What follows belongs to an exercise in optimizing a design on an open flow for small area, a short achievable clock period and few clock cycles; a production flow would make more cautious choices.
At most, simulation tests tie the RTL to the original design; equivalence was not proved.
No functional check of the RTL was part of run 6.
No activity file was given, so power comes from the tool's default toggle rates.

File: design/flow/config.mk
export PLATFORM = sky130hd
export DESIGN_NAME = wr_interconnect
export DESIGN_NICKNAME = wr_interconnect
export VERILOG_FILES = /design/flow/design.v
export SDC_FILE = /design/flow/constraint.sdc
export NUM_CORES = 4
export LEC_CHECK = 0
export CAP_MARGIN = 20
export CORE_MARGIN = 2
export CORE_UTILIZATION = 40
export SLEW_MARGIN = 20
File: design/flow/constraint.sdc
create_clock -name core_clock -period 5.0 [get_ports {clk}]
set_input_delay 1.0000 -clock core_clock [delete_from_list [all_inputs] [get_ports {clk}]]
set_output_delay 1.0000 -clock core_clock [all_outputs]
set_load 0.01 [all_outputs]
File: design/flow/design.v
module fifo # (
	parameter DATA_WIDTH = 8,
	parameter FIFO_DEPTH = 8
) 
(
	input                       clk,
	input                       rst_n,
	input      [DATA_WIDTH-1:0] idata,
	input                       ivalid,
	output reg                  iready,
	output reg [DATA_WIDTH-1:0] odata,
	output reg                  ovalid,
	input                       oready,
	output reg                  full,
	output                      almost_full
);
	wire [DATA_WIDTH-1:0] n_odata;
	wire n_almost_full, n_full, n_iready, n_ovalid;
	wire send, received;
	parameter PTR_WIDTH = $clog2(FIFO_DEPTH);   
	reg [DATA_WIDTH-1:0] fifo_data [FIFO_DEPTH-1:0];
	wire [DATA_WIDTH-1:0] n_fifo_data [FIFO_DEPTH-1:0];
	reg [ PTR_WIDTH-1:0] read_ptr, write_ptr;
	wire [ PTR_WIDTH-1:0] n_read_ptr, n_write_ptr;
	reg [PTR_WIDTH : 0] size, n_size;
	assign send = oready & ovalid;
	assign received = iready & ivalid;
	assign almost_full = n_full;
	assign n_full = (size >= FIFO_DEPTH-1 & received & ~send) | (full & ~send);
	assign n_iready = ~n_full;
	assign n_ovalid = ( size != 0 ) && ~send;
	assign n_odata = fifo_data[read_ptr];
	assign n_read_ptr = send ? (read_ptr == FIFO_DEPTH -1 ? 0 : read_ptr +1) : read_ptr;
	assign n_write_ptr = received ? (write_ptr == FIFO_DEPTH -1 ? 0 : write_ptr +1) : write_ptr;
	genvar idx;
	generate 
		for ( idx= 0;idx < FIFO_DEPTH ; idx = idx+1) begin
			assign n_fifo_data[idx] = (write_ptr == idx && received) ? idata : fifo_data[idx];
		end
	endgenerate
	always @(*) begin
		case({received, send})
			2'b10 : n_size = size +1;
			2'b01 : n_size = size -1;
			default : n_size = size;
		endcase
	end
	integer i;
	always @ (posedge clk or negedge rst_n) begin
		if (~rst_n) begin
			iready <= 1'd1;
			odata <= 0;
			ovalid <= 1'd0;
			full <= 1'd0;
			read_ptr <= 0;
			write_ptr <= 0;
			size <= 0;
			for (i = 0;i < FIFO_DEPTH ;i = i+1 )fifo_data[i] <= 0;
		end else begin
			iready <= n_iready;
			odata <= n_odata;
			ovalid <= n_ovalid;
			full <= n_full;
			read_ptr <= n_read_ptr;
			write_ptr <= n_write_ptr;
			size <= n_size;
			for (i = 0;i < FIFO_DEPTH ;i = i+1 )fifo_data[i] <= n_fifo_data[i];
		end
	end
endmodule
module MicroController #(parameter SWITCH = 8)(
    input clk,
    input rst_n,
    output reg m0_ready, m1_ready,
    input  m0_valid, m1_valid,
    output reg select,
    input fifo_iready,
    input fifo_almost_full, fifo_full
);
wire n_m0_ready, n_m1_ready;
wire n_select;
parameter SWITCH_BIT = $clog2(SWITCH);
reg [SWITCH_BIT-1 : 0] counter, n_counter;
assign n_m0_ready = ~fifo_almost_full & ~n_select;
assign n_m1_ready = ~fifo_almost_full &  n_select;
assign n_select = select ? ~(counter == SWITCH-1 && m1_ready && m1_valid) : (counter == SWITCH-1 && m0_ready && m0_valid);
always @(*) begin
    if ( (m0_ready & m0_valid) | (m1_ready & m1_valid) )n_counter = (counter == SWITCH-1) ? 0 : counter +1;
    else n_counter = counter;
end
always @(posedge clk or negedge rst_n) begin
    if (~rst_n) begin
        counter <= 0;
        m0_ready <= 1'b0;
        m1_ready <= 1'b0;
        select <= 1'b0;
    end else begin
        counter <= n_counter;
        m0_ready <= n_m0_ready;
        m1_ready <= n_m1_ready;
        select <= n_select;
    end
end
endmodule
module controller #(parameter SWITCH = 8)(
    input clk,
    input rst_n,
    output m0_awready, m1_awready, m0_wready, m1_wready,
    input  m0_awvalid, m1_awvalid, m0_wvalid, m1_wvalid,
    output aw_select, w_select,
    input awfifo_iready, wfifo_iready,
    input awfifo_almost_full, awfifo_full, wfifo_almost_full, wfifo_full
);
MicroController #(.SWITCH(SWITCH)) aw (.clk(clk), .rst_n(rst_n), .m0_ready(m0_awready), .m1_ready(m1_awready), 
    .m0_valid(m0_awvalid), .m1_valid(m1_awvalid), 
    .select(aw_select), .fifo_iready(awfifo_iready), .fifo_almost_full(awfifo_almost_full), .fifo_full(awfifo_full));
MicroController #(.SWITCH(SWITCH))  w(.clk(clk), .rst_n(rst_n), .m0_ready(m0_wready), .m1_ready(m1_wready), 
    .m0_valid(m0_wvalid), .m1_valid(m1_wvalid), 
    .select(w_select), .fifo_iready(wfifo_iready), .fifo_almost_full(wfifo_almost_full), .fifo_full(wfifo_full));
endmodule
module wr_interconnect #
(
    parameter DATA_WIDTH = 8,
    parameter ADDR_WIDTH = 16
)
(
	input         			clk,
	input         			rst_n,
	input  [ADDR_WIDTH-1:0] m0_awaddr,
	input         			m0_awvalid,
	output        			m0_awready,
	input  [DATA_WIDTH-1:0] m0_wdata,
	input         			m0_wvalid,
	output        			m0_wready,
	input  [ADDR_WIDTH-1:0] m1_awaddr,
	input         			m1_awvalid,
	output        			m1_awready,
	input  [DATA_WIDTH-1:0] m1_wdata,
	input         			m1_wvalid,
	output        			m1_wready,
	output [ADDR_WIDTH-1:0] mem_awaddr,
	output        			mem_awvalid,
	input         			mem_awready,
	output [DATA_WIDTH-1:0] mem_wdata,
	output        			mem_wvalid,
	input         			mem_wready
);
wire AWFIFO_iready, AWFIFO_full, AWFIFO_almost_full;
wire  WFIFO_iready,  WFIFO_full,  WFIFO_almost_full;
wire control_aw_sel, control_w_sel;
wire [ADDR_WIDTH-1 : 0] awaddr_sel;
wire [DATA_WIDTH-1 : 0] wdata_sel;
wire awvalid_sel, wvalid_sel;
assign awaddr_sel  = control_aw_sel ? m1_awaddr  : m0_awaddr;
assign awvalid_sel = (m0_awready & m0_awvalid) | (m1_awready & m1_awvalid);
assign  wdata_sel  = control_w_sel  ? m1_wdata   : m0_wdata;
assign  wvalid_sel = (m0_wready & m0_wvalid) | (m1_wready & m1_wvalid);
fifo #(.DATA_WIDTH(ADDR_WIDTH)) AWFIFO (.clk(clk), .rst_n(rst_n), .idata(awaddr_sel), .ivalid(awvalid_sel), 
	.iready(AWFIFO_iready), .odata(mem_awaddr), .ovalid(mem_awvalid), .oready(mem_awready), 
	.full(AWFIFO_full), .almost_full(AWFIFO_almost_full)); 
fifo #(.DATA_WIDTH(DATA_WIDTH)) WFIFO (.clk(clk), .rst_n(rst_n), .idata(wdata_sel), .ivalid(wvalid_sel), 
	.iready(WFIFO_iready), .odata(mem_wdata), .ovalid(mem_wvalid), .oready(mem_wready), 
	.full(WFIFO_full), .almost_full(WFIFO_almost_full));
controller Controller (.clk(clk), .rst_n(rst_n), .m0_awready(m0_awready), .m1_awready(m1_awready), 
	.m0_wready(m0_wready), .m1_wready(m1_wready), .m0_awvalid(m0_awvalid), .m1_awvalid(m1_awvalid), 
	.m0_wvalid(m0_wvalid), .m1_wvalid(m1_wvalid), .aw_select(control_aw_sel), .w_select(control_w_sel), 
	.awfifo_iready(AWFIFO_iready), .wfifo_iready(WFIFO_iready), .awfifo_almost_full(AWFIFO_almost_full), 
	.wfifo_almost_full(WFIFO_almost_full), .awfifo_full(AWFIFO_full), .wfifo_full(WFIFO_full)); 
endmodule
File: design/flow/run.sh
#!/bin/bash
# synth_recipe.tcl (not shown) runs the flow's synth.tcl, then flattens the netlist and writes it again
# the make line also repeats each setting of config.mk as NAME=value (left out here)
make -C /OpenROAD-flow-scripts/flow DESIGN_CONFIG=/design/flow/config.mk WORK_HOME=/design/flow/orfs CLKGATE_MAP_FILE= SYNTH_SCRIPT=/design/flow/synth_recipe.tcl finish
==> summary.txt, run 1 <==
Setup path
  – Setup Crit Path Kind: primary input to flop
  – Reg2reg setup slack: 2.27 ns
  – Critical path startpoint category: primary input
  – Reg-to-reg endpoint: AWFIFO.odata[7]
  – Reg2Reg Depth: 7
  – Worst Path Required: 5.41 ns
  – CP Capture Type: flop
  – Crit-path max FO: 12
  – Crit path DAT: 3.25 ns
  – R2R Path Start: AWFIFO.read_ptr[2]

Pwr
  – Clock share of power: 0.230
  – P_int: 5.61 mW
  – Share of power burned in registers: 0.411
  – P per Cell Area: 683 nW/um^2
  – NetSw: 3.22 mW
  – Sw Ratio: 0.364
  – Pleak: 5.79 nW
  – Total power: 8.83 mW
  – Combinational share of power: 0.358
  – Peak VDD IR: 402 uV

Clocking
  – H-tree levels: 1
  – Clock buffer depth: 3
  – CTS root buf: clkbuf_16
  – Post_cts resized: 0
  – Reg clk slew, reported paths: 0.06 ns
  – # hold bufs at CTS: 0
  – Cts bufs inserted: 28
  – Worst-Skew Late Latency: 0.53 ns
  – Clk sinks: 254
  – TritonCTS clock tree: yes
  – Setup bufs post-CTS: 0

Cells and area
  – Antenna cell count: 0
  – Multi-input gate area: 4190 um^2
  – Most common cell after layout, fill and taps aside: dfrtp_1
  – Layout overhead on the synthesized area: 17.0%
  – Layout cell share with drive strength beyond 1: 0.0796
  – Nets: 1199
  – FF+latch area: 6360 um^2
  – Commonest non-fill, non-tap cells in the layout: 252 x dfrtp_1, 186 x nand2_1, 157 x o21ai_0, 84 x clkdlybuf4s50_1, 74 x nor2_1
  – Filler cells: 2487
  – Post-route core utilization: 0.479

GRT
  – First-pass GRT wire length: 41900 um
  – Vias in the first global route: 7590
  – Largest net degree at the start of global routing: 122
  – Initial antenna violation count: 1
  – Grt ovf: 0
  – Total GRT Usage: 0.183

STA
  – Max-slew violation count: 0
  – Max Clock Skew: 0.00708 ns
  – Peak Freq: 352 MHz
  – Final Cycle Share: 0.568
  – Final setup fails: 0
  – Final Hold Vio Count: 0
  – Slew margin rel.: 0.357
  – Final setup TNS: 0 ns
  – RSZ-0062 raised after global routing: no
  – Clock period minus final worst setup slack: 2.84 ns
  – Actual slew at the worst max-slew pin: 0.938 ns

Die
  – Chip height: 170 um
  – Num rows: 60
  – Core area: 27000 um^2
  – Initial Utilization: 0.409
  – Die area: 29000 um^2
  – Die width: 170 um
  – Ports: 86

Min path
  – Min-delay src: Controller.w.counter[1]
  – Hold path depth: 2
  – Hold Path Class: flop to flop
  – WHS Endpoint: Controller.w.counter[1]

Yosys
  – Synthesis-stage register bit count: 254
  – Syn avg cell area: 10.5 um^2
  – Syn Inst Count: 1049
  – Syn_nets: 1139
  – Register area share after synthesis: 0.575
  – Syn. warnings: 5
  – Netlist cell types: 46
  – Synth Cell Area: 11100 um^2

Route
  – Per-cell routed wire length: 17.7 um
  – Post-detailed-routing wire length: 26100 um
  – Initial drt markers: 501
  – # DRC: 0
  – Vias: 7759
  – Vias per inst: 5.27
  – First-pass iteration count of the detailed router: 6
  – Antenna viol nets, final: 0

Placed design
  – IO Port Bufs: 85
  – DP HPWL: 16400 um
  – Routability cong.: 0.744

Outcome
  – Outcome: no timing/DRC/antenna violations

Run
  – Max-cap violations: 0
==> sequential cells by signal, indices dropped and copies added, names as in the netlist, 3 cells and up <==
name,count
AWFIFO.fifo_data,128
WFIFO.fifo_data,64
Controller.aw.counter,3
AWFIFO.odata,16
WFIFO.write_ptr,3
WFIFO.size,4
WFIFO.read_ptr,3
WFIFO.odata,8
Controller.w.counter,3
AWFIFO.read_ptr,3
AWFIFO.write_ptr,3
AWFIFO.size,4
==> power groups by stage <==
stage	sequential (mW)	clock (mW)	combinational, mW
final	3.63	2.03	3.17
after global routing	3.77	2.17	3.58
after CTS	3.64	2.08	3.21
after detailed placement	3.67	0	3.20
after global placement	3.64	0	3.14
after floorplan	3.50	0	2.31
==> metrics by stage <==
stage,hold WS [ns],instances,instance area [um^2],setup slack [ns]
2_1_floorplan,0.443,1049,11100,2.36
3_3_place_gp,0.456,1420,12000,1.66
3_5_place_dp,0.465,1420,12000,1.60
4_1_cts,0.478,1472,12900,2.16
5_1_grt,0.499,1472,12900,2.02
6_report,0.469,1472,12900,2.16
==> per-layer routing <==
layer  global-route usage  vias to the layer above  wire length (um)
met1                0.279                     3758             12900
met2                0.281                      155             11600
met5                    0                        -                 0
met4               0.0349                        0               313
li1                     -                     3823                 -
met3               0.0247                       23              1270
==> worst max-delay path, cell delays in order <==
cell and delay [ns]:
clkdlybuf4s50_1 0.50, a22o_2 0.27, and2_1 0.21, inv_1 0.10
ha_1 0.28, xor2_1 0.19, ha_1 0.20, a21oi_1 0.15
xor2_1 0.16, nor2_1 0.06, xor2_1 0.14
==> cell usage after synthesis (all sizes together) <==
library cell	count	area, um^2
a21oi	67	335
or3	3	18.8
mux2i	24	240
o21ai	163	816
nand2	186	698
and2	2	15.0
nor2	74	278
a211o	1	8.76
a22oi	4	30.0
and3b	1	8.76
nand2b	1	6.26
and4	3	32.5
a32oi	4	35.0
clkbuf	18	67.6
dfrtp	252	6310
a31o	2	17.5
nand3	5	25.0
a41oi	12	120
a221oi	24	210
inv	18	67.6
dfstp	2	52.6
nor3	5	25.0
a31oi	7	43.8
xnor2	4	35.0
mux2	19	236
ha	34	425
nor2b	8	50.1
clkinv	1	3.75
nor4	2	12.5
xor2	6	52.6
buf	51	370
a21o	3	22.5
a222oi	24	240
nand4	9	56.3
a22o	10	97.6
==> cells by family (layout without fill, tap and decap cells) <==
logic type / Yosys count / after routing / share of synthesized area
muxes: 43 / 43 / 0.0431
AOI/OAI and AO/OA: 321 / 321 / 0.179
xor gates and xnor gates: 10 / 10 / 0.00792
adders and majority gates: 34 / 34 / 0.0385
buffers and inverters: 88 / 170 / 0.0460
DFF: 254 / 254 / 0.575
and+or+nand+nor: 299 / 299 / 0.111
==> area by class of cell <==
type                            count  area share
Sequential cell                   254       0.492
Inverter                           19     0.00551
Multi-Input combinational cell    707       0.324
Clock buffer                       45      0.0669
Tap cell                          341      0.0330
Timing Repair Buffer               99      0.0743
Clock inverter                      7     0.00464
==> worst max-delay path by stage <==
stage	end	cells after the start	startpoint	slack [ns]
4_1_cts	WFIFO.size[2]	11	m0_wvalid	2.16
6_report	WFIFO.size[2]	11	m0_wvalid	2.16
3_5_place_dp	WFIFO.size[2]	11	m0_wvalid	1.60
2_1_floorplan	AWFIFO.size[2]	10	m0_awvalid	2.36
5_1_grt	WFIFO.size[2]	11	m0_wvalid	2.02
3_3_place_gp	WFIFO.size[2]	11	m0_wvalid	1.66
Testbench counts, summed over its fixed seeds: cycles 2,064.
==> run 2: changes to the inputs <==
==> design/flow/design.v (replaced) <==
module fifo #(
	parameter DATA_WIDTH = 8,
	parameter FIFO_DEPTH = 8,
	parameter SWITCH     = 8
)
(
	input                       clk,
	input                       rst_n,
	input      [DATA_WIDTH-1:0] m0_data,
	input                       m0_valid,
	output reg                  m0_ready,
	input      [DATA_WIDTH-1:0] m1_data,
	input                       m1_valid,
	output reg                  m1_ready,
	output reg [DATA_WIDTH-1:0] odata,
	output reg                  ovalid,
	input                       oready
);
	localparam NQ = FIFO_DEPTH - 1;            
	localparam CW = $clog2(SWITCH);
	reg  [CW-1:0]         cnt;                 
	reg                   sel;                 
	reg                   full;                
	reg  [NQ:1]           qv;                  
	reg  [DATA_WIDTH-1:0] qd [1:NQ];
	wire [DATA_WIDTH-1:0] in_d = sel ? m1_data : m0_data;
	wire acc  = (m0_valid & m0_ready) | (m1_valid & m1_ready);
	wire pop  = ovalid & oready;
	wire q_empty = ~|qv;
	wire h_load  = ~ovalid | oready;           
	wire [NQ:0] hole;
	assign hole[0] = ~ovalid;
	genvar j;
	generate
		for (j = 1; j <= NQ; j = j + 1) begin : g_hole
			assign hole[j] = hole[j-1] | ~qv[j];
		end
	endgenerate
	wire [NQ:0] allv = {qv, ovalid};
	reg one_hole;
	integer k;
	always @(*) begin
		one_hole = 1'b0;
		for (k = 0; k <= NQ; k = k + 1)
			one_hole = one_hole | (~allv[k] & (&(allv | ({{NQ{1'b0}}, 1'b1} << k))));
	end
	wire to_head = acc & q_empty & h_load;
	wire to_tail = acc & ~to_head;
	wire turn_end = acc & (cnt == SWITCH - 1);
	wire n_sel  = sel ^ turn_end;
	wire n_full = ~pop & (full | (one_hole & acc));
	always @(posedge clk) begin
		if (h_load) odata <= q_empty ? in_d : qd[1];
		if (hole[NQ]) qd[NQ] <= in_d;
	end
	generate
		for (j = 1; j < NQ; j = j + 1) begin : g_stage
			always @(posedge clk)
				if (hole[j]) qd[j] <= qd[j+1];
		end
	endgenerate
	reg [NQ:1] n_qv;
	always @(*) begin
		for (k = 1; k < NQ; k = k + 1)
			n_qv[k] = hole[k] ? qv[k+1] : qv[k];
		n_qv[NQ] = hole[NQ] ? to_tail : qv[NQ];
		if (~hole[1] & h_load) n_qv[1] = 1'b0;
	end
	always @(posedge clk or negedge rst_n) begin
		if (~rst_n) begin
			cnt      <= 0;
			sel      <= 1'b0;
			full     <= 1'b0;
			m0_ready <= 1'b1;
			m1_ready <= 1'b0;
			ovalid   <= 1'b0;
			qv       <= 0;
		end else begin
			if (acc) cnt <= (cnt == SWITCH - 1) ? 0 : cnt + 1'b1;
			sel      <= n_sel;
			full     <= n_full;
			m0_ready <= ~n_full & ~n_sel;
			m1_ready <= ~n_full &  n_sel;
			if (h_load) ovalid <= q_empty ? to_head : qv[1];
			qv       <= n_qv;
		end
	end
endmodule
module wr_interconnect #
(
    parameter DATA_WIDTH = 8,
    parameter ADDR_WIDTH = 16
)
(
	input         			clk,
	input         			rst_n,
	input  [ADDR_WIDTH-1:0] m0_awaddr,
	input         			m0_awvalid,
	output        			m0_awready,
	input  [DATA_WIDTH-1:0] m0_wdata,
	input         			m0_wvalid,
	output        			m0_wready,
	input  [ADDR_WIDTH-1:0] m1_awaddr,
	input         			m1_awvalid,
	output        			m1_awready,
	input  [DATA_WIDTH-1:0] m1_wdata,
	input         			m1_wvalid,
	output        			m1_wready,
	output [ADDR_WIDTH-1:0] mem_awaddr,
	output        			mem_awvalid,
	input         			mem_awready,
	output [DATA_WIDTH-1:0] mem_wdata,
	output        			mem_wvalid,
	input         			mem_wready
);
fifo #(.DATA_WIDTH(ADDR_WIDTH)) AWFIFO (.clk(clk), .rst_n(rst_n),
	.m0_data(m0_awaddr), .m0_valid(m0_awvalid), .m0_ready(m0_awready),
	.m1_data(m1_awaddr), .m1_valid(m1_awvalid), .m1_ready(m1_awready),
	.odata(mem_awaddr), .ovalid(mem_awvalid), .oready(mem_awready));
fifo #(.DATA_WIDTH(DATA_WIDTH)) WFIFO (.clk(clk), .rst_n(rst_n),
	.m0_data(m0_wdata), .m0_valid(m0_wvalid), .m0_ready(m0_wready),
	.m1_data(m1_wdata), .m1_valid(m1_wvalid), .m1_ready(m1_wready),
	.odata(mem_wdata), .ovalid(mem_wvalid), .oready(mem_wready));
endmodule
--- a/design/flow/config.mk
+++ b/design/flow/config.mk
@@ -9,3 +9,4 @@
 export CORE_MARGIN = 2
 export CORE_UTILIZATION = 40
+export SETUP_SLACK_MARGIN = 3.0
 export SLEW_MARGIN = 20
==> run 2 against run 1 <==
Critical path depth fell by 10. Wire length down 49%. Combinational power shrank 62%. First-iteration DRC count down 52%. Register-to-register slack improved by 0.82 ns. Utilization is 2.6 points higher. Sequential share of layout area is 17 points higher. Still clean on timing, DRC and antenna. Clock skew rose by 0.0072 ns. Highest routed layer unchanged. Synthesized cell count fell by 63%. Non-clock buffer count grew 2.
==> summary.txt, run 2 <==
Yosys
  – Post-synth EDFFs: 192 (+192)
  – Adder-cell share of the synthesized area: 0.00636 (-0.0321)
  – Synthesis-stage register bit count: 222 (-13%)
  – Netlist cell types: 41 (-11%)
  – Syn_nets: 452 (-60%)
  – Main synth FF type: edfxtp_1
  – Syn. warnings: 4 (-1)
  – Post-synthesis simple-gate area fraction: 0.0517 (-0.0592)
  – Synth Area in Compound Gates: 0.0221 (-0.157)
  – Top cells by count, synth: 192 x edfxtp_1, 43 x mux2_2, 28 x dfrtp_1
  – Yosys top cell area share: 0.733 (+0.163)
  – Register area share after synthesis: 0.828 (+0.254)
  – Top-count cell post-synth: edfxtp_1
  – Synth area leader: edfxtp_1
  – Synth area leaders: edfxtp_1 73%, dfrtp_1 8.9%, mux2_2 6.2%
  – Syn avg cell area: 20.1 um^2 (+90%)
  – FFs w/ async S/R, synth: 0.135 (-0.865)
  – Mux share of post-synthesis cell area: 0.0768 (+0.0337)
  – Largest family of logic cells by synthesized area: multiplexers
  – Synth Cell Area: 7870 um^2 (-29%)
  – Syn Inst Count: 392 (-63%)
  – Synth Area in XOR/XNOR: 0.00445 (-0.00347)

Clocking
  – Clk sinks: 222 (-13%)
  – CTS root buf: clkbuf_16
  – Clock buffer depth: 3 (unchanged)
  – TritonCTS clock tree: yes
  – Worst-Skew Late Latency: 0.51 ns (-0.02 ns)
  – Reg clk slew, reported paths: 0.06 ns (about the same)
  – H-tree levels: 1 (unchanged)
  – Cts bufs inserted: 23 (-18%)
  – # hold bufs at CTS: 0 (unchanged)

STA
  – Slew margin rel.: 0.441 (+0.0839)
  – RSZ-0062 raised after global routing: yes
  – Max-slew violation count: 0 (unchanged)
  – Peak Freq: 470 MHz (+33%)
  – Final Cycle Share: 0.426 (-0.142)
  – Final setup fails: 0 (unchanged)
  – Actual slew at the worst max-slew pin: 0.837 ns (-0.101 ns)
  – Max Clock Skew: 0.0143 ns (+0.00722 ns)
  – Final Hold Vio Count: 0 (unchanged)
  – Final setup TNS: 0 ns (unchanged)
  – Clock period minus final worst setup slack: 2.13 ns (-0.711 ns)

Placed design
  – Routability cong.: 0.750 (+0.91%)
  – IO Port Bufs: 85 (unchanged)
  – DP HPWL: 8650 um (-47%)
  – Placed Cells incl. Taps: 734 (-48%)

Setup path
  – Worst Path Required: 4.00 ns (-1.41 ns)
  – Reg2Reg Depth: 3 (-4)
  – Crit path capture: m0_wready
  – Cell Chain, Critical Path: buf_6
  – Critical path depth in cells: 1 (-10)
  – CP Capture Type: output port
  – Crit path DAT: 1.13 ns (-2.12 ns)
  – Worst Setup SP: WFIFO.m0_ready
  – Setup Crit Path Kind: flop to output port
  – Reg2reg setup slack: 3.09 ns (+0.82 ns)
  – Slowest-stage cell, CP: dfstp_2
  – Reg-to-reg endpoint: AWFIFO.qd[7][14]
  – Critical path startpoint category: flop
  – Crit-path max FO: 2 (-10)
  – Crit path max-delay family: flip-flops
  – Slowest stage delay, CP: 0.54 ns (+0.04 ns)
  – Buffers & Inverters on Critical Path: 1 (-1)
  – R2R Path Start: AWFIFO.qv[1]

Route
  – Post-detailed-routing wire length: 13400 um (-49%)
  – Vias: 3736 (-52%)
  – Max layer used: met4
  – Per-cell routed wire length: 16.9 um (-4.5%)
  – Met3 Routed Length: 634 um (-50%)
  – Vias per inst: 4.72 (-10%)
  – Antenna viol nets, final: 0 (unchanged)
  – Initial drt markers: 238 (-52%)
  – DR WL met2: 6390 um (-45%)
  – First-pass iteration count of the detailed router: 4 (-2)
  – Routed length on met1: 6070 um (-53%)
  – # DRC: 0 (unchanged)

Pwr
  – Combinational share of power: 0.187 (-0.171)
  – P per Cell Area: 656 nW/um^2 (-3.9%)
  – P_int: 4.72 mW (-16%)
  – Peak VDD IR: 303 uV (-25%)
  – Total power: 6.42 mW (-27%)
  – Clock share of power: 0.254 (+0.024)
  – Sw Ratio: 0.265 (-0.0997)
  – Pleak: 3.66 nW (-37%)
  – Share of power burned in registers: 0.559 (+0.148)
  – NetSw: 1.70 mW (-47%)

Die
  – Core area: 19400 um^2 (-28%)
  – Num rows: 51 (-15%)
  – Die area: 20800 um^2 (-28%)
  – Die width: 144 um (-15%)
  – Ports: 86 (unchanged)
  – Chip height: 144 um (-15%)
  – Initial Utilization: 0.406 (-0.00362)

Cells and area
  – Layout cell share with drive strength beyond 1: 0.306 (+0.227)
  – Layout overhead on the synthesized area: 24.4%
  – Largest regs: AWFIFO.qd: 112 flops, WFIFO.qd: 56 flops, AWFIFO.odata: 16 flops
  – Largest register by flop count: AWFIFO.qd
  – Antenna cell count: 0 (unchanged)
  – Non-Filler Instances: 791 (-46%)
  – Nets: 569 (-53%)
  – Most common cell after layout, fill and taps aside: edfxtp_1
  – Commonest non-fill, non-tap cells in the layout: 192 x edfxtp_1, 54 x clkdlybuf4s50_1, 43 x mux2_2, 26 x dfrtp_1, 26 x buf_2
  – Max reg flops: 112 (-13%)

GRT
  – Total GRT Usage: 0.131 (-0.0521)
  – Largest net degree at the start of global routing: 31 (-75%)
  – First-pass GRT wire length: 20500 um (-51%)
  – Grt ovf: 0 (unchanged)
  – Vias in the first global route: 3753 (-51%)
  – Initial antenna violation count: 0 (-1)

Outcome
  – Outcome: no timing/DRC/antenna violations

Run
  – Max-cap violations: 0 (unchanged)

Min path
  – Hold Path Class: flop to flop
-- run 2: cell count changes in the layout (fill, tap and decap cells not counted), sizes merged, moves of 31 or more --
cell / delta
edfxtp: +192
nand2: -167
buf: +31
nor2: -70
o21ai: -156
a21oi: -64
dfrtp: -224
mux2: +32
-- run 2: how the worst min path moves through the flow --
stage                startpoint  slack, ns  cells after the start                to
2_1_floorplan   AWFIFO.qd[2][0]       0.40                      0   AWFIFO.qd[1][0]
3_3_place_gp     WFIFO.qd[7][4]       0.40                      0    WFIFO.qd[6][4]
3_5_place_dp    AWFIFO.qd[2][3]       0.40                      0   AWFIFO.qd[1][3]
4_1_cts         AWFIFO.qd[5][7]       0.41                      0   AWFIFO.qd[4][7]
5_1_grt         AWFIFO.qd[5][7]       0.41                      0   AWFIFO.qd[4][7]
6_report       AWFIFO.qd[6][10]       0.41                      0  AWFIFO.qd[5][10]
-- run 2: area by class of cell --
type | instances | area (um^2)
Clock inverter | 15 | 131
Multi-Input combinational cell | 153 | 1320
Tap cell | 265 | 332
Inverter | 8 | 41.3
Sequential cell | 222 | 6520
Fill cell | 1630 | 9610
Clock buffer | 27 | 591
Timing Repair Buffer | 101 | 857
-- run 2: power groups by stage --
stage / combinational, mW / clock [mW] / sequential [mW]
2_1_floorplan: 0.714 / 0 / 3.51
3_3_place_gp: 1.16 / 0 / 3.60
3_5_place_dp: 1.19 / 0 / 3.66
4_1_cts: 1.18 / 1.67 / 3.62
5_1_grt: 1.32 / 1.75 / 3.71
6_report: 1.20 / 1.63 / 3.59
-- run 2: through the flow --
step	setup WS, ns	cell area [um^2]	utilization	hold WS, ns
floorplan	2.82	7880	-	0.400
global route	2.83	9790	0.505	0.406
detailed placement	2.11	9020	0.465	0.405
global placement	2.18	9020	0.465	0.400
CTS	2.85	9710	0.501	0.407
finish	2.87	9790	0.505	0.408
-- run 2: layer usage --
layer,global-route usage,vias up
li1,-,1750
met1,0.178,1858
met2,0.213,107
met3,0.0278,21
met4,0.0419,0
met5,0,-
-- run 2: what timing repair did --
| action | CTS | global route |
|---|---|---|
| endpoints found under the hold margin | 0 | 0 |
| pin swaps | 3 | 2 |
| resized for setup | 133 | 6 |
| setup endpoints to repair | 100 | 87 |
| setup buffers | 9 | 6 |
-- run 2: cells by family (layout without fill, tap and decap cells) --
logic type,Yosys count,after routing
xor+xnor,4,4
simple gates,70,70
fa+ha+maj,4,4
compound gates,24,24
buf+inv,17,151
mux,51,51
flops,222,222
Testbench counts of run 2, summed over its fixed seeds: cycles 1,032.
==> run 3: changes to the inputs <==
--- a/design/flow/config.mk
+++ b/design/flow/config.mk
@@ -9,4 +9,4 @@
 export CORE_MARGIN = 2
 export CORE_UTILIZATION = 40
-export SETUP_SLACK_MARGIN = 3.0
+export SETUP_SLACK_MARGIN = 3.4
 export SLEW_MARGIN = 20
==> run 3 against run 2 <==
Fmax about the same. Synthesized area unchanged. Count of clock-buffer cells in the layout unchanged. Still clean. Sequential cell count unchanged. Largest cell class unchanged. Register-to-register slack improved by 0.25 ns. Sequential power increased by 1%.
==> summary.txt, run 3 <==
Setup path
  – CP Capture Type: output port
  – Slowest stage delay, CP: 0.54 ns (about the same)
  – Setup Crit Path Kind: flop to output port
  – Worst Setup SP: AWFIFO.m0_ready
  – Cell Chain, Critical Path: buf_6
  – Critical path startpoint category: flop
  – R2R Path Start: WFIFO.qv[4]
  – Worst Path Required: 4.00 ns (about the same)
  – Crit-path max FO: 2 (unchanged)
  – Crit path max-delay family: flip-flops
  – Slowest-stage cell, CP: dfstp_2
  – Buffers & Inverters on Critical Path: 1 (unchanged)
  – Crit path DAT: 1.13 ns (about the same)

Min path
  – Min-delay src: WFIFO.qd[4][7]
  – Hold Path Class: flop to flop

Cells and area
  – Antenna cell count: 0 (unchanged)
  – Commonest non-fill, non-tap cells in the layout: 192 x edfxtp_1, 50 x mux2_4, 49 x buf_4, 48 x dlygate4sd2_1, 30 x buf_2
  – Non-Filler Instances: 832 (+5.2%)
  – Layout cell share with drive strength beyond 1: 0.411 (+0.105)
  – Most common cell after layout, fill and taps aside: edfxtp_1
  – Largest register by flop count: AWFIFO.qd
  – Post-route core utilization: 0.533 (+0.0281)
  – Max reg flops: 112 (unchanged)
  – Multi-input gate area: 1620 um^2 (+23%)
  – Largest regs: AWFIFO.qd: 112 flops, WFIFO.qd: 56 flops, AWFIFO.odata: 16 flops
  – FF+latch area: 6540 um^2 (+0.29%)
  – Layout overhead on the synthesized area: 31.4%
  – Nets: 612 (+7.6%)
  – Filler cells: 1590 (-2.5%)
  – Final instance area: 10300 um^2 (+5.6%)

Yosys
  – Yosys top cell area share: 0.733 (unchanged)
  – Syn. warnings: 4 (unchanged)
  – Synth area leaders: edfxtp_1 73%, dfrtp_1 8.9%, mux2_2 6.2%
  – Synth area leader: edfxtp_1
  – Top cells by count, synth: 192 x edfxtp_1, 43 x mux2_2, 28 x dfrtp_1
  – Syn Inst Count: 392 (unchanged)
  – Syn_nets: 452 (unchanged)
  – Netlist cell types: 41 (unchanged)
  – Main synth FF type: edfxtp_1
  – Synthesis-stage register bit count: 222 (unchanged)
  – Post-synth EDFFs: 192 (unchanged)
  – Top-count cell post-synth: edfxtp_1
  – Syn avg cell area: 20.1 um^2 (unchanged)
  – Synth Cell Area: 7870 um^2 (unchanged)
  – FFs w/ async S/R, synth: 0.135 (unchanged)
  – Register area share after synthesis: 0.828 (unchanged)

Clocking
  – Worst-Skew Late Latency: 0.49 ns (-0.02 ns)
  – H-tree levels: 1 (unchanged)
  – TritonCTS clock tree: yes
  – Reg clk slew, reported paths: 0.06 ns (about the same)
  – Cts bufs inserted: 23 (unchanged)
  – CTS root buf: clkbuf_16
  – Clock buffer depth: 3 (unchanged)
  – Clk sinks: 222 (unchanged)

Die
  – Num rows: 51 (unchanged)
  – Die width: 144 um (unchanged)
  – Core area: 19400 um^2 (unchanged)
  – Die area: 20800 um^2 (unchanged)
  – Chip height: 144 um (unchanged)
  – Ports: 86 (unchanged)
  – Initial Utilization: 0.406 (unchanged)

Pwr
  – P per Cell Area: 649 nW/um^2 (-1.1%)
  – Total power: 6.71 mW (+4.4%)
  – Peak VDD IR: 312 uV (+3.0%)
  – Pleak: 4.18 nW (+14%)

STA
  – Slew margin rel.: 0.668 (+0.227)
  – Hold WS: 0.412 ns (+0.00383 ns)
  – Final Cycle Share: 0.426 (about the same)
  – Final WS setup: 2.87 ns (+0.00114 ns)
  – Final setup TNS: 0 ns (unchanged)
  – Max Clock Skew: 0.0141 ns (-0.000177 ns)
  – Actual slew at the worst max-slew pin: 0.497 ns (-0.340 ns)
  – Max-slew violation count: 0 (unchanged)
  – Clock period minus final worst setup slack: 2.13 ns (-0.00114 ns)
  – Final Hold Vio Count: 0 (unchanged)
  – Final setup fails: 0 (unchanged)
  – RSZ-0062 raised after global routing: yes
  – Peak Freq: 470 MHz (about the same)

Placed design
  – DP HPWL: 8670 um (+0.20%)
  – Placed Cells incl. Taps: 734 (unchanged)
  – Dpl cell area: 9050 um^2 (+0.32%)
  – Routability cong.: 0.762 (+1.6%)
  – Pre-CTS setup slack: 2.10 ns (-0.0102 ns)
  – IO Port Bufs: 85 (unchanged)

GRT
  – Met2 usage in global routing: 0.254 (+0.0406)
  – Grt met3 use: 0.0212 (-0.00662)
  – Largest net degree at the start of global routing: 31 (unchanged)
  – Initial antenna violation count: 0 (unchanged)
  – Total GRT Usage: 0.141 (+0.0100)
  – Most Crowded Layer GR: met2
  – Met1 Usage GRT: 0.181 (+0.00287)
  – First-pass GRT wire length: 22300 um (+8.3%)
  – Vias in the first global route: 4117 (+9.7%)
  – Grt ovf: 0 (unchanged)

Route
  – Vias: 4007 (+7.3%)
  – Initial drt markers: 227 (-4.6%)
  – Per-cell routed wire length: 17.9 um (+5.8%)
  – Post-detailed-routing wire length: 14900 um (+11%)
  – Vias per inst: 4.82 (+2.0%)
  – Antenna viol nets, final: 0 (unchanged)
  – # DRC: 0 (unchanged)
  – First-pass iteration count of the detailed router: 5 (+1)

Outcome
  – Outcome: no timing/DRC/antenna violations

Run
  – Max-cap violations: 0 (unchanged)
## run 3: cell counts after synthesis
Identical to the previous run, type by type.
## run 3: layout make-up
type,instances,share of cell area
Sequential cell,222,0.633
Multi-Input combinational cell,154,0.157
Timing Repair Buffer,143,0.112
Clock buffer,27,0.0571
Tap cell,265,0.0321
Clock inverter,13,0.00557
Inverter,8,0.00424
## run 3: worst paths after layout
path | slack, ns | endpoint | depth (start not counted)
worst max-delay path | 2.87 | m0_awready | 1
worst min-delay path | 0.41 | WFIFO.qd[3][7] | 0
min in group asynchronous | 0.91 | WFIFO.sel | 2
worst max register to register | 3.34 | WFIFO.odata[2] | 3
worst min register to register | 0.41 | WFIFO.qd[3][7] | 0
max in group asynchronous | 3.76 | AWFIFO.m0_ready | 2
## run 3: power by group
group	internal, mW	switching, mW
sequential	3.22	0.412
combinational	0.824	0.774
clock	0.838	0.642
## run 3: cells by family (layout without fill, tap and decap cells)
group,count (synthesis),after routing,synth area share
DFF,222,222,0.828
adders and majority gates,4,4,0.00636
AOI/OAI and AO/OA,24,24,0.0221
xor gates and xnor gates,4,4,0.00445
muxes,51,51,0.0768
buffers and inverters,17,191,0.0102
and+or+nand+nor,70,71,0.0517
## run 3: worst reg2reg max path: cells and delay by family (launching register included)
family,cells,cell delay [ns]
AND/OR/NAND/NOR,2,0.63
multiplexers,1,0.34
flip-flops,1,0.44
## run 3: metal layers
layer | up-vias | share of wire
met1 | 2036 | 0.42
met2 | 112 | 0.52
met3 | 26 | 0.043
met5 | - | 0
li1 | 1833 | -
met4 | 0 | 0.017
## run 3: timing repair
item / 4_1_cts / 5_1_grt
hold buffers: 0 / 0
cloned: 1 / 0
pin swaps: 17 / 18
endpoints found under the setup margin: 234 / 134
buffers inserted: 42 / 15
resized for setup: 265 / 28
==> run 4: changes to the inputs <==
--- a/design/flow/config.mk
+++ b/design/flow/config.mk
@@ -9,4 +9,6 @@
 export CORE_MARGIN = 2
 export CORE_UTILIZATION = 40
-export SETUP_SLACK_MARGIN = 3.4
+export CTS_BUF_LIST = sky130_fd_sc_hd__clkbuf_8
+export CTS_CLUSTER_SIZE = 30
+export SETUP_SLACK_MARGIN = 3.0
 export SLEW_MARGIN = 20
==> run 4 against run 3 <==
Wire length fell by 8.6%. Total power fell by 6.7%. First-iteration DRC count fell by 4.0%. Combinational power fell by 24%. Cell count fell by 2.0%. Hold slack got worse by 0.016 ns. Synthesized cell count did not move. Fmax rose by 0.42%. Setup slack improved by 0.0088 ns. Sequential share of layout area rose by 3.6 points. Critical endpoint is now m0_wready. Largest cell class unchanged.
==> summary.txt, run 4 <==
Pwr
  – Pleak: 3.70 nW (-12%)
  – Peak VDD IR: 386 uV (+24%)
  – P per Cell Area: 642 nW/um^2 (-1.1%)

Cells and area
  – Antenna cell count: 0 (unchanged)
  – Largest register by flop count: AWFIFO.qd
  – Max reg flops: 112 (unchanged)
  – Layout overhead on the synthesized area: 23.9%
  – Layout cell share with drive strength beyond 1: 0.313 (-0.0982)
  – Commonest non-fill, non-tap cells in the layout: 192 x edfxtp_1, 54 x clkdlybuf4s50_1, 43 x mux2_2, 39 x clkbuf_8, 26 x buf_2
  – Final instance area: 9750 um^2 (-5.7%)
  – Most common cell after layout, fill and taps aside: edfxtp_1
  – Nets: 583 (-4.7%)
  – Filler cells: 1645 (+3.5%)
  – Largest regs: AWFIFO.qd: 112 flops, WFIFO.qd: 56 flops, AWFIFO.odata: 16 flops

Route
  – Initial drt markers: 218 (-4.0%)
  – Vias: 3820 (-4.7%)
  – Vias per inst: 4.69 (-2.7%)
  – Post-detailed-routing wire length: 13600 um (-8.6%)
  – Per-cell routed wire length: 16.7 um (-6.7%)
  – # DRC: 0 (unchanged)
  – Antenna viol nets, final: 0 (unchanged)
  – First-pass iteration count of the detailed router: 4 (-1)

GRT
  – Vias in the first global route: 3914 (-4.9%)
  – Largest net degree at the start of global routing: 31 (unchanged)
  – Total GRT Usage: 0.134 (-0.00726)
  – First-pass GRT wire length: 20800 um (-6.6%)
  – Grt ovf: 0 (unchanged)
  – Initial antenna violation count: 0 (unchanged)

Clocking
  – Reg clk slew, reported paths: 0.06 ns (about the same)
  – Worst-Skew Late Latency: 0.51 ns (+0.02 ns)
  – Clock buffer depth: 3 (unchanged)
  – Cts bufs inserted: 36 (+57%)
  – Clk sinks: 222 (unchanged)
  – CTS root buf: clkbuf_8
  – # hold bufs at CTS: 0 (unchanged)
  – TritonCTS clock tree: yes
  – H-tree levels: 2 (+1)

Setup path
  – Critical path startpoint category: flop
  – Crit path max-delay family: flip-flops
  – Reg2Reg Depth: 5 (+2)
  – Slowest-stage cell, CP: dfstp_2
  – Worst Path Required: 4.00 ns (about the same)
  – Cell Chain, Critical Path: buf_6
  – Reg-to-reg endpoint: WFIFO.qd[7][5]
  – CP Capture Type: output port
  – R2R Path Start: WFIFO.ovalid
  – Crit path DAT: 1.12 ns (about the same)
  – Setup Crit Path Kind: flop to output port
  – Crit-path max FO: 2 (unchanged)
  – Reg2reg setup slack: 3.14 ns (-0.20 ns)
  – Slowest stage delay, CP: 0.54 ns (about the same)
  – Buffers & Inverters on Critical Path: 1 (unchanged)

STA
  – Final Hold Vio Count: 0 (unchanged)
  – Slew margin rel.: 0.426 (-0.241)
  – Final setup TNS: 0 ns (unchanged)
  – Peak Freq: 472 MHz (+0.42%)
  – RSZ-0062 raised after global routing: yes
  – Final setup fails: 0 (unchanged)
  – Clock period minus final worst setup slack: 2.12 ns (-0.00884 ns)
  – Max-slew violation count: 0 (unchanged)
  – Actual slew at the worst max-slew pin: 0.859 ns (+0.362 ns)
  – Final Cycle Share: 0.424 (-0.00177)
  – Max Clock Skew: 0.0272 ns (+0.0131 ns)

Die
  – Die width: 144 um (unchanged)
  – Die area: 20800 um^2 (unchanged)
  – Ports: 86 (unchanged)
  – Chip height: 144 um (unchanged)
  – Initial Utilization: 0.406 (unchanged)
  – Core area: 19400 um^2 (unchanged)
  – Num rows: 51 (unchanged)

Min path
  – Hold Path Class: flop to flop
  – Min-delay src: AWFIFO.qd[6][15]
  – WHS Endpoint: AWFIFO.qd[5][15]
  – Hold path depth: 0 (unchanged)

Yosys
  – FFs w/ async S/R, synth: 0.135 (unchanged)
  – Register area share after synthesis: 0.828 (unchanged)
  – Top cells by count, synth: 192 x edfxtp_1, 43 x mux2_2, 28 x dfrtp_1
  – Syn. warnings: 4 (unchanged)
  – Synth Cell Area: 7870 um^2 (unchanged)
  – Synth area leaders: edfxtp_1 73%, dfrtp_1 8.9%, mux2_2 6.2%
  – Netlist cell types: 41 (unchanged)
  – Syn Inst Count: 392 (unchanged)
  – Synth area leader: edfxtp_1
  – Top-count cell post-synth: edfxtp_1
  – Yosys top cell area share: 0.733 (unchanged)
  – Main synth FF type: edfxtp_1
  – Post-synth EDFFs: 192 (unchanged)
  – Syn_nets: 452 (unchanged)
  – Synthesis-stage register bit count: 222 (unchanged)
  – Syn avg cell area: 20.1 um^2 (unchanged)

Placed design
  – IO Port Bufs: 85 (unchanged)
  – DP HPWL: 8650 um (-0.20%)
  – Dpl cell area: 9020 um^2 (-0.32%)
  – Routability cong.: 0.750 (-1.5%)

Run
  – Max-cap violations: 0 (unchanged)

Outcome
  – Outcome: no timing/DRC/antenna violations
## run 4: how the worst max path moves through the flow
| stage | from | end | slack [ns] | cells past startpoint |
|---|---|---|---|---|
| floorplan | mem_awready | AWFIFO.full | 2.82 | 5 |
| global placement | mem_awready | AWFIFO.full | 2.18 | 6 |
| detailed placement | mem_awready | AWFIFO.full | 2.11 | 6 |
| CTS | AWFIFO.m0_ready | m0_awready | 2.84 | 1 |
| global route | WFIFO.m0_ready | m0_wready | 2.83 | 1 |
| finish | WFIFO.m0_ready | m0_wready | 2.88 | 1 |
## run 4: cell type report
| cell class | instances | area [um^2] | share of cell area |
|---|---|---|---|
| Sequential cell | 222 | 6520 | 0.669 |
| Clock buffer | 39 | 537 | 0.0550 |
| Tap cell | 265 | 332 | 0.0340 |
| Timing Repair Buffer | 102 | 865 | 0.0887 |
| Multi-Input combinational cell | 153 | 1320 | 0.135 |
| Clock inverter | 26 | 135 | 0.0139 |
| Inverter | 8 | 41.3 | 0.00423 |
## run 4: kinds of logic (layout without fill, tap and decap cells)
kind of cell	Yosys count	in the layout	share of synthesized area
flops	222	222	0.828
simple gates	70	70	0.0517
mux	51	51	0.0768
compound gates	24	24	0.0221
buf+inv	17	175	0.0102
fa+ha+maj	4	4	0.00636
xor+xnor	4	4	0.00445
## run 4: per-stage QoR
| stage | cells | util | hold slack, ns | total power, mW | worst slack (ns) |
|---|---|---|---|---|---|
| 5_1_grt | 815 | 0.503 | 0.406 | 6.61 | 2.83 |
| 3_3_place_gp | 734 | 0.465 | 0.400 | 4.75 | 2.18 |
| 6_report | 815 | 0.503 | 0.396 | 6.26 | 2.88 |
| 3_5_place_dp | 734 | 0.465 | 0.405 | 4.85 | 2.11 |
| 4_1_cts | 812 | 0.500 | 0.394 | 6.32 | 2.84 |
| 2_1_floorplan | 392 | - | 0.400 | 4.22 | 2.82 |
## run 4: power by group
part / leakage [nW] / internal (mW) / total [mW] / switching, mW
sequential: 2.33 / 3.21 / 3.59 / 0.387
clock: 0.371 / 0.774 / 1.45 / 0.680
combinational: 0.995 / 0.569 / 1.21 / 0.640
total: 3.70 / 4.55 / 6.26 / 1.71
## run 4: metal layers
| metal | up-vias | track usage | wire length, um |
|---|---|---|---|
| li1 | 1775 | - | - |
| met1 | 1875 | 0.175 | 5990 |
| met2 | 138 | 0.215 | 6480 |
| met3 | 32 | 0.0341 | 801 |
| met4 | 0 | 0.0557 | 333 |
| met5 | - | 0 | 0 |
## run 4: timing repair
item	4_1_cts	5_1_grt
buffers inserted	13	3
setup endpoints to repair	102	81
pin swaps	4	0
gates resized for setup	134	6
==> run 5: changes to the inputs <==
--- a/design/flow/config.mk
+++ b/design/flow/config.mk
@@ -9,6 +9,3 @@
 export CORE_MARGIN = 2
 export CORE_UTILIZATION = 40
-export CTS_BUF_LIST = sky130_fd_sc_hd__clkbuf_8
-export CTS_CLUSTER_SIZE = 30
-export SETUP_SLACK_MARGIN = 3.0
 export SLEW_MARGIN = 20
==> run 5 against run 4 <==
Sequential power about the same. Highest routed layer unchanged. Count of clock-buffer cells in the layout down 7. Hold slack better by 0.018 ns. Setup slack lost 0.59 ns. Sequential share of layout area is 0.29 points lower. Combinational power barely moved. Via count is 4.0% lower. Register-to-register slack worse by 0.85 ns.
==> summary.txt, run 5 <==
Cells and area
  – Largest regs: AWFIFO.qd: 112 flops, WFIFO.qd: 56 flops, AWFIFO.odata: 16 flops
  – FF+latch area: 6520 um^2 (about the same)
  – Multi-input gate area: 1270 um^2 (-3.8%)
  – Layout cell share with drive strength beyond 1: 0.201 (-0.112)
  – Commonest non-fill, non-tap cells in the layout: 192 x edfxtp_1, 85 x clkdlybuf4s50_1, 43 x mux2_2, 28 x dfrtp_1, 25 x clkbuf_16
  – Max reg flops: 112 (unchanged)
  – Most common cell after layout, fill and taps aside: edfxtp_1
  – Largest register by flop count: AWFIFO.qd
  – Final instance area: 9790 um^2 (+0.37%)
  – Filler cells: 1622 (-1.4%)
  – Nets: 556 (-4.6%)
  – Antenna cell count: 0 (unchanged)
  – Layout overhead on the synthesized area: 24.4%

Placed design
  – Routability cong.: 0.768 (+2.3%)
  – DP HPWL: 8630 um (-0.20%)
  – IO Port Bufs: 85 (unchanged)
  – Dpl cell area: 9010 um^2 (about the same)

Setup path
  – Setup Crit Path Kind: flop to flop
  – Critical path startpoint category: flop
  – Worst Path Required: 5.07 ns (+1.07 ns)
  – Crit-path max FO: 18 (+16)
  – Crit path DAT: 2.78 ns (+1.66 ns)
  – Slowest-stage cell, CP: nand3_1
  – Reg2reg setup slack: 2.29 ns (-0.85 ns)
  – Buffers & Inverters on Critical Path: 0 (-1)
  – CP Capture Type: flop
  – Crit path max-delay family: simple AND/OR/NAND/NOR gates
  – Slowest stage delay, CP: 0.77 ns (+0.23 ns)
  – Cell Chain, Critical Path: nand3_1, nor2_1, nand2_1

Yosys
  – Syn avg cell area: 20.1 um^2 (unchanged)
  – Main synth FF type: edfxtp_1
  – Post-synth EDFFs: 192 (unchanged)
  – Synth Cell Area: 7870 um^2 (unchanged)
  – Register area share after synthesis: 0.828 (unchanged)
  – Top cells by count, synth: 192 x edfxtp_1, 43 x mux2_2, 28 x dfrtp_1
  – Top-count cell post-synth: edfxtp_1
  – Synth area leaders: edfxtp_1 73%, dfrtp_1 8.9%, mux2_2 6.2%
  – FFs w/ async S/R, synth: 0.135 (unchanged)
  – Netlist cell types: 41 (unchanged)
  – Yosys top cell area share: 0.733 (unchanged)
  – Syn. warnings: 4 (unchanged)
  – Syn Inst Count: 392 (unchanged)
  – Synthesis-stage register bit count: 222 (unchanged)
  – Syn_nets: 452 (unchanged)
  – Synth area leader: edfxtp_1

Die
  – Num rows: 51 (unchanged)
  – Ports: 86 (unchanged)
  – Chip height: 144 um (unchanged)
  – Die area: 20800 um^2 (unchanged)
  – Die width: 144 um (unchanged)
  – Initial Utilization: 0.406 (unchanged)
  – Core area: 19400 um^2 (unchanged)

STA
  – Final Hold Vio Count: 0 (unchanged)
  – Final setup fails: 0 (unchanged)
  – Max Clock Skew: 0.0117 ns (-0.0156 ns)
  – RSZ-0062 raised after global routing: no
  – Clock period minus final worst setup slack: 2.71 ns (+0.589 ns)
  – Final setup TNS: 0 ns (unchanged)
  – Max-slew violation count: 0 (unchanged)
  – Peak Freq: 369 MHz (-22%)
  – Actual slew at the worst max-slew pin: 0.994 ns (+0.136 ns)
  – Hold WS: 0.415 ns (+0.0185 ns)
  – Final Cycle Share: 0.542 (+0.118)
  – Slew margin rel.: 0.335 (-0.0910)

Route
  – Vias per inst: 4.71 (+0.53%)
  – Per-cell routed wire length: 16.8 um (+0.57%)
  – Initial drt markers: 204 (-6.4%)
  – First-pass iteration count of the detailed router: 4 (unchanged)
  – # DRC: 0 (unchanged)
  – Antenna viol nets, final: 0 (unchanged)
  – Vias: 3666 (-4.0%)
  – Post-detailed-routing wire length: 13100 um (-4.0%)

Clocking
  – Cts bufs inserted: 24 (-33%)
  – Worst-Skew Late Latency: 0.51 ns (about the same)
  – CTS root buf: clkbuf_16
  – # hold bufs at CTS: 0 (unchanged)
  – TritonCTS clock tree: yes
  – Clock buffer depth: 3 (unchanged)
  – Setup bufs post-CTS: 0 (-13)
  – Clk sinks: 222 (unchanged)
  – H-tree levels: 1 (-1)
  – Reg clk slew, reported paths: 0.06 ns (about the same)
  – Post_cts resized: 0 (-100%)

Outcome
  – Outcome: no timing/DRC/antenna violations

Pwr
  – Peak VDD IR: 316 uV (-18%)
  – Pleak: 3.59 nW (-2.8%)
  – P per Cell Area: 660 nW/um^2 (+2.8%)

GRT
  – Initial antenna violation count: 0 (unchanged)
  – Grt ovf: 0 (unchanged)
  – Largest net degree at the start of global routing: 31 (unchanged)
  – Vias in the first global route: 3731 (-4.7%)
  – First-pass GRT wire length: 19800 um (-4.6%)
  – Total GRT Usage: 0.128 (-0.00624)

Min path
  – Hold Path Class: flop to flop

Run
  – Max-cap violations: 0 (unchanged)
[run 5: logic make-up after synthesis]
logic type	count (synthesis)	share of synthesized area
buf+inv	17	0.0102
xor+xnor	4	0.00445
compound gates	24	0.0221
fa+ha+maj	4	0.00636
simple gates	70	0.0517
mux	51	0.0768
flops	222	0.828
[run 5: where the power goes]
group	internal, mW	switching [mW]	leakage [nW]
clock	1.01	0.671	0.376
sequential	3.21	0.392	2.33
combinational	0.586	0.589	0.885
total	4.80	1.65	3.59
[run 5: final timing paths]
check | start | end | cells past startpoint
setup / recovery | AWFIFO.qv[1] | AWFIFO.qd[5][4] | 3
hold / removal | AWFIFO.qd[5][15] | AWFIFO.qd[4][15] | 0
setup reg to reg | AWFIFO.qv[1] | AWFIFO.qd[5][4] | 3
hold reg to reg | AWFIFO.qd[5][15] | AWFIFO.qd[4][15] | 0
max in group asynchronous | rst_n | AWFIFO.m0_ready | 2
min in group asynchronous | rst_n | WFIFO.m1_ready | 2
[run 5: routing by layer]
layer	GRT usage	vias to the layer above	part of all wire
met5	0	-	0
met2	0.216	101	0.49
met1	0.165	1822	0.44
met4	0.0414	0	0.023
met3	0.0288	24	0.048
li1	-	1719	-
[run 5: area by class of cell]
| cell class | count | area share |
|---|---|---|
| multi-input combinational | 153 | 0.130 |
| timing repair buffer | 87 | 0.0888 |
| sequential | 222 | 0.666 |
| clock inverter | 11 | 0.00882 |
| tap | 265 | 0.0339 |
| clock buffer | 32 | 0.0697 |
| inverter | 8 | 0.00307 |
[run 5: per-stage QoR]
stage                      util  instances  worst slack (ns)  power (mW)
after floorplan               -        392              2.65        4.21
after global placement    0.464        734              1.89        4.76
after detailed placement  0.464        734              1.85        4.84
after CTS                 0.504        777              2.22        6.55
after global routing      0.505        778              2.03        6.80
final                     0.505        778              2.29        6.46
[run 5: worst register-to-register path, stage by stage (launching register included)]
cell and delay, ns:
dfrtp_1 0.52, nand3_1 0.78, nor2_1 0.45, nand2_1 0.53
==> run 6: changes to the inputs <==
--- a/design/flow/design.v
+++ b/design/flow/design.v
@@ -9,8 +9,8 @@
 	input      [DATA_WIDTH-1:0] m0_data,
 	input                       m0_valid,
-	output reg                  m0_ready,
+	output                      m0_ready,
 	input      [DATA_WIDTH-1:0] m1_data,
 	input                       m1_valid,
-	output reg                  m1_ready,
+	output                      m1_ready,
 	output reg [DATA_WIDTH-1:0] odata,
 	output reg                  ovalid,
@@ -21,7 +21,10 @@
 	reg  [CW-1:0]         cnt;                 
 	reg                   sel;                 
-	reg                   full;                
+	reg                   m0_nrdy, m1_nrdy;    
 	reg  [NQ:1]           qv;                  
 	reg  [DATA_WIDTH-1:0] qd [1:NQ];
+	assign m0_ready = ~m0_nrdy;
+	assign m1_ready = ~m1_nrdy;
+	wire full = m0_nrdy & m1_nrdy;             
 	wire [DATA_WIDTH-1:0] in_d = sel ? m1_data : m0_data;
 	wire acc  = (m0_valid & m0_ready) | (m1_valid & m1_ready);
@@ -71,7 +74,6 @@
 			cnt      <= 0;
 			sel      <= 1'b0;
-			full     <= 1'b0;
-			m0_ready <= 1'b1;
-			m1_ready <= 1'b0;
+			m0_nrdy  <= 1'b0;
+			m1_nrdy  <= 1'b1;
 			ovalid   <= 1'b0;
 			qv       <= 0;
@@ -79,7 +81,6 @@
 			if (acc) cnt <= (cnt == SWITCH - 1) ? 0 : cnt + 1'b1;
 			sel      <= n_sel;
-			full     <= n_full;
-			m0_ready <= ~n_full & ~n_sel;
-			m1_ready <= ~n_full &  n_sel;
+			m0_nrdy  <= n_full |  n_sel;
+			m1_nrdy  <= n_full | ~n_sel;
 			if (h_load) ovalid <= q_empty ? to_head : qv[1];
 			qv       <= n_qv;
--- a/design/flow/config.mk
+++ b/design/flow/config.mk
@@ -9,3 +9,7 @@
 export CORE_MARGIN = 2
 export CORE_UTILIZATION = 40
+export CTS_BUF_LIST = sky130_fd_sc_hd__clkbuf_4 sky130_fd_sc_hd__clkbuf_8 sky130_fd_sc_hd__clkbuf_16
+export CTS_CLUSTER_DIAMETER = 100
+export CTS_CLUSTER_SIZE = 30
+export SETUP_SLACK_MARGIN = 3.0
 export SLEW_MARGIN = 20
==> run 6 against run 5 <==
Sequential power decreased by 5.8%. Hold slack better by 0.0040 ns. Sequential share of layout area grew 2.8 points. Cell count fell by 2.1%. Sequential cell count shrank 2. Total power is 15% lower. Wire length decreased by 4.2%. Clock skew is 0.0040 ns higher. Via count shrank 2.2%. Design area is 4.7% lower. Critical endpoint is now m1_awready.
==> summary.txt, run 6 <==
Outcome
  – Outcome: no timing/DRC/antenna violations

Route
  – Initial drt markers: 186 (-8.8%)
  – Vias per inst: 4.71 (-0.10%)
  – Per-cell routed wire length: 16.4 um (-2.2%)
  – Vias: 3587 (-2.2%)
  – Post-detailed-routing wire length: 12500 um (-4.2%)
  – # DRC: 0 (unchanged)
  – First-pass iteration count of the detailed router: 6 (+2)
  – Antenna viol nets, final: 0 (unchanged)

Setup path
  – Reg2reg setup slack: 3.14 ns (+0.85 ns)
  – CP Capture Type: output port
  – Crit-path max FO: 2 (-16)
  – Worst Path Required: 4.00 ns (-1.07 ns)
  – Reg-to-reg endpoint: AWFIFO.odata[13]
  – Crit path DAT: 1.16 ns (-1.62 ns)
  – Reg2Reg Depth: 2 (-1)
  – Critical path startpoint category: flop
  – Setup Crit Path Kind: flop to output port
  – R2R Path Start: AWFIFO.sel

Min path
  – Hold Path Class: flop to flop
  – Min-delay src: AWFIFO.qd[6][12]
  – WHS Endpoint: AWFIFO.qd[5][12]
  – Hold path depth: 0 (unchanged)

Pwr
  – Total power: 5.50 mW (-15%)
  – P per Cell Area: 590 nW/um^2 (-11%)
  – Peak VDD IR: 235 uV (-26%)
  – Pleak: 3.51 nW (-2.3%)

Yosys
  – Main synth FF type: edfxtp_1
  – Top-count cell post-synth: edfxtp_1
  – FFs w/ async S/R, synth: 0.127 (-0.00786)
  – Synthesis-stage register bit count: 220 (-0.90%)
  – Syn. warnings: 4 (unchanged)
  – Netlist cell types: 41 (unchanged)
  – Post-synth EDFFs: 192 (unchanged)
  – Synth area leaders: edfxtp_1 74%, dfrtp_1 8.3%, mux2_2 6.2%
  – Synth Cell Area: 7810 um^2 (-0.76%)
  – Yosys top cell area share: 0.738 (+0.00564)
  – Syn avg cell area: 20.1 um^2 (about the same)
  – Register area share after synthesis: 0.828 (about the same)
  – Syn_nets: 449 (-0.66%)
  – Syn Inst Count: 389 (-0.77%)
  – Top cells by count, synth: 192 x edfxtp_1, 43 x mux2_2, 26 x dfrtp_1
  – Synth area leader: edfxtp_1

GRT
  – Largest net degree at the start of global routing: 32 (+3.2%)
  – Grt ovf: 0 (unchanged)
  – Initial antenna violation count: 0 (unchanged)
  – First-pass GRT wire length: 19300 um (-2.9%)
  – Total GRT Usage: 0.123 (-0.00489)
  – Vias in the first global route: 3609 (-3.3%)

STA
  – Hold WS: 0.419 ns (+0.00399 ns)
  – RSZ-0062 raised after global routing: yes
  – Final Cycle Share: 0.433 (-0.109)
  – Max Clock Skew: 0.0157 ns (+0.00404 ns)
  – Max-slew violation count: 0 (unchanged)
  – Slew margin rel.: 0.470 (+0.135)
  – Clock period minus final worst setup slack: 2.16 ns (-0.545 ns)
  – Final Hold Vio Count: 0 (unchanged)
  – Actual slew at the worst max-slew pin: 0.792 ns (-0.202 ns)
  – Final setup TNS: 0 ns (unchanged)
  – Final setup fails: 0 (unchanged)
  – Peak Freq: 462 MHz (+25%)

Clocking
  – H-tree levels: 1 (unchanged)
  – # hold bufs at CTS: 0 (unchanged)
  – CTS root buf: clkbuf_16
  – Clock buffer depth: 3 (unchanged)
  – Cts bufs inserted: 11 (-54%)
  – TritonCTS clock tree: yes
  – Clk sinks: 220 (-0.90%)
  – Worst-Skew Late Latency: 0.47 ns (-0.04 ns)
  – Reg clk slew, reported paths: 0.11 ns (+0.05 ns)

Cells and area
  – Multi-input gate area: 1270 um^2 (+0.30%)
  – Max reg flops: 112 (unchanged)
  – Commonest non-fill, non-tap cells in the layout: 192 x edfxtp_1, 53 x clkdlybuf4s50_1, 43 x mux2_2, 25 x buf_2, 24 x dfrtp_1
  – Largest register by flop count: AWFIFO.qd
  – Nets: 553 (-0.54%)
  – Antenna cell count: 0 (unchanged)
  – Most common cell after layout, fill and taps aside: edfxtp_1
  – Final instance area: 9330 um^2 (-4.7%)
  – Filler cells: 1651 (+1.8%)
  – Layout overhead on the synthesized area: 19.4%
  – Largest regs: AWFIFO.qd: 112 flops, WFIFO.qd: 56 flops, AWFIFO.odata: 16 flops
  – Layout cell share with drive strength beyond 1: 0.268 (+0.0668)
  – FF+latch area: 6470 um^2 (-0.73%)
  – Post-route core utilization: 0.482 (-0.0223)

Placed design
  – IO Port Bufs: 85 (unchanged)
  – Routability cong.: 0.746 (-2.8%)
  – DP HPWL: 8530 um (-1.2%)
  – Dpl cell area: 8940 um^2 (-0.74%)

Die
  – Die width: 144 um (-0.37%)
  – Ports: 86 (unchanged)
  – Chip height: 144 um (-0.37%)
  – Core area: 19300 um^2 (-0.33%)
  – Initial Utilization: 0.404 (-0.00177)
  – Num rows: 51 (unchanged)
  – Die area: 20700 um^2 (-0.74%)

Run
  – Max-cap violations: 0 (unchanged)
[run 6: changes by cell type after synthesis, moves of 3 or more]
cell      delta
a21o_1       -3
and3_1       +3
nor3_1       -5
nand3_1      +3
or2_2        -3
nand4b_1     -3
[run 6: worst max-delay path by stage]
stage | end | start | slack [ns] | cells after the start
final | m1_awready | AWFIFO.m1_nrdy | 2.84 | 2
after global routing | m1_awready | AWFIFO.m1_nrdy | 2.79 | 2
after CTS | mem_awvalid | AWFIFO.ovalid | 2.69 | 1
after detailed placement | WFIFO.m0_nrdy | m1_wvalid | 2.41 | 5
after global placement | WFIFO.m0_nrdy | m1_wvalid | 2.55 | 5
after floorplan | AWFIFO.qd[5][0] | AWFIFO.ovalid | 2.99 | 4
[run 6: cell type report]
| type | instances | share of cell area |
|---|---|---|
| clock buffer | 16 | 0.0354 |
| sequential | 220 | 0.694 |
| clock inverter | 1 | 0.00174 |
| timing repair buffer | 100 | 0.0923 |
| inverter | 10 | 0.00443 |
| multi-input combinational | 150 | 0.137 |
| tap | 265 | 0.0356 |
[run 6: cell families after synthesis]
group / Yosys count / synth area share
AO/OA/AOI/OAI: 23 / 0.0187
XOR/XNOR: 4 / 0.00449
adder cells (fa/ha/maj): 6 / 0.00897
buffers and inverters: 19 / 0.0127
flip-flops: 220 / 0.828
multiplexers: 53 / 0.0806
AND/OR/NAND/NOR: 64 / 0.0461
[run 6: per-layer routing]
| layer | vias up | GRT usage | share of wire |
|---|---|---|---|
| met5 | - | 0 | 0 |
| met4 | 0 | 0.0279 | 0.020 |
| met3 | 20 | 0.0197 | 0.041 |
| met2 | 84 | 0.207 | 0.48 |
| met1 | 1797 | 0.169 | 0.46 |
| li1 | 1686 | - | - |
[run 6: metrics by stage]
step,cells,setup slack [ns]
after floorplan,389,2.99
after global placement,731,2.55
after detailed placement,731,2.41
after CTS,755,2.69
after global routing,762,2.79
final,762,2.84
[run 6: critical path, stage by stage, from the launching register on]
cell     delay (ns)
dfstp_2        0.56
inv_2          0.04
buf_6          0.11
[run 6: timing repair]
| item | in CTS | in global routing |
|---|---|---|
| gates resized for setup | 128 | 9 |
| endpoints found under the setup margin | 100 | 47 |
| pin swaps | 3 | 0 |
| cloned | 0 | 0 |
| setup buffers | 7 | 7 |
[run 6: where the power goes]
part	switching [mW]	leakage [nW]	internal, mW
registers	0.372	2.33	3.02
logic	0.538	1.00	0.562
clock network	0.535	0.174	0.474
total	1.45	3.51	4.06

-- separate check: timing with driven ports --
How much do the figures lean on ideal ports? The routed layouts below were timed once more, with nothing changed but the port constraints. Step 1 assumes that a clkbuf_16 drives the clock port and a buf_2 every other input. Step 2 moves the port delays by t, midway between the first and last clock arrival at a register: inputs arrive t later, outputs are due t later. That takes back most of the time a late clock gives input paths. Slacks: ideal ports / drivers / drivers and shift; pairs: ideal ports / drivers.
run	shift t [ns]	slack for setup (ns)	hold WS [ns]	worst slew at a driven data input, ns
run 1	0.573	2.160 / 2.188 / 1.614	0.469 / 0.469 / 0.469	0.05
run 2	0.540	2.871 / 2.827 / 2.521	0.408 / 0.408 / 0.408	0.04
run 3	0.521	2.872 / 2.835 / 2.853	0.412 / 0.412 / 0.412	0.04
run 4	0.532	2.881 / 2.843 / 2.543	0.396 / 0.396 / 0.396	0.04
run 5	0.541	2.292 / 2.292 / 1.868	0.415 / 0.415 / 0.415	0.04
run 6	0.496	2.837 / 2.799 / 2.658	0.419 / 0.419 / 0.419	0.04
After both steps every run listed still meets setup and hold. For run 1, which loses most, drivers alone change the setup slack by +0.028 ns; drivers and shift together by -0.546 ns.
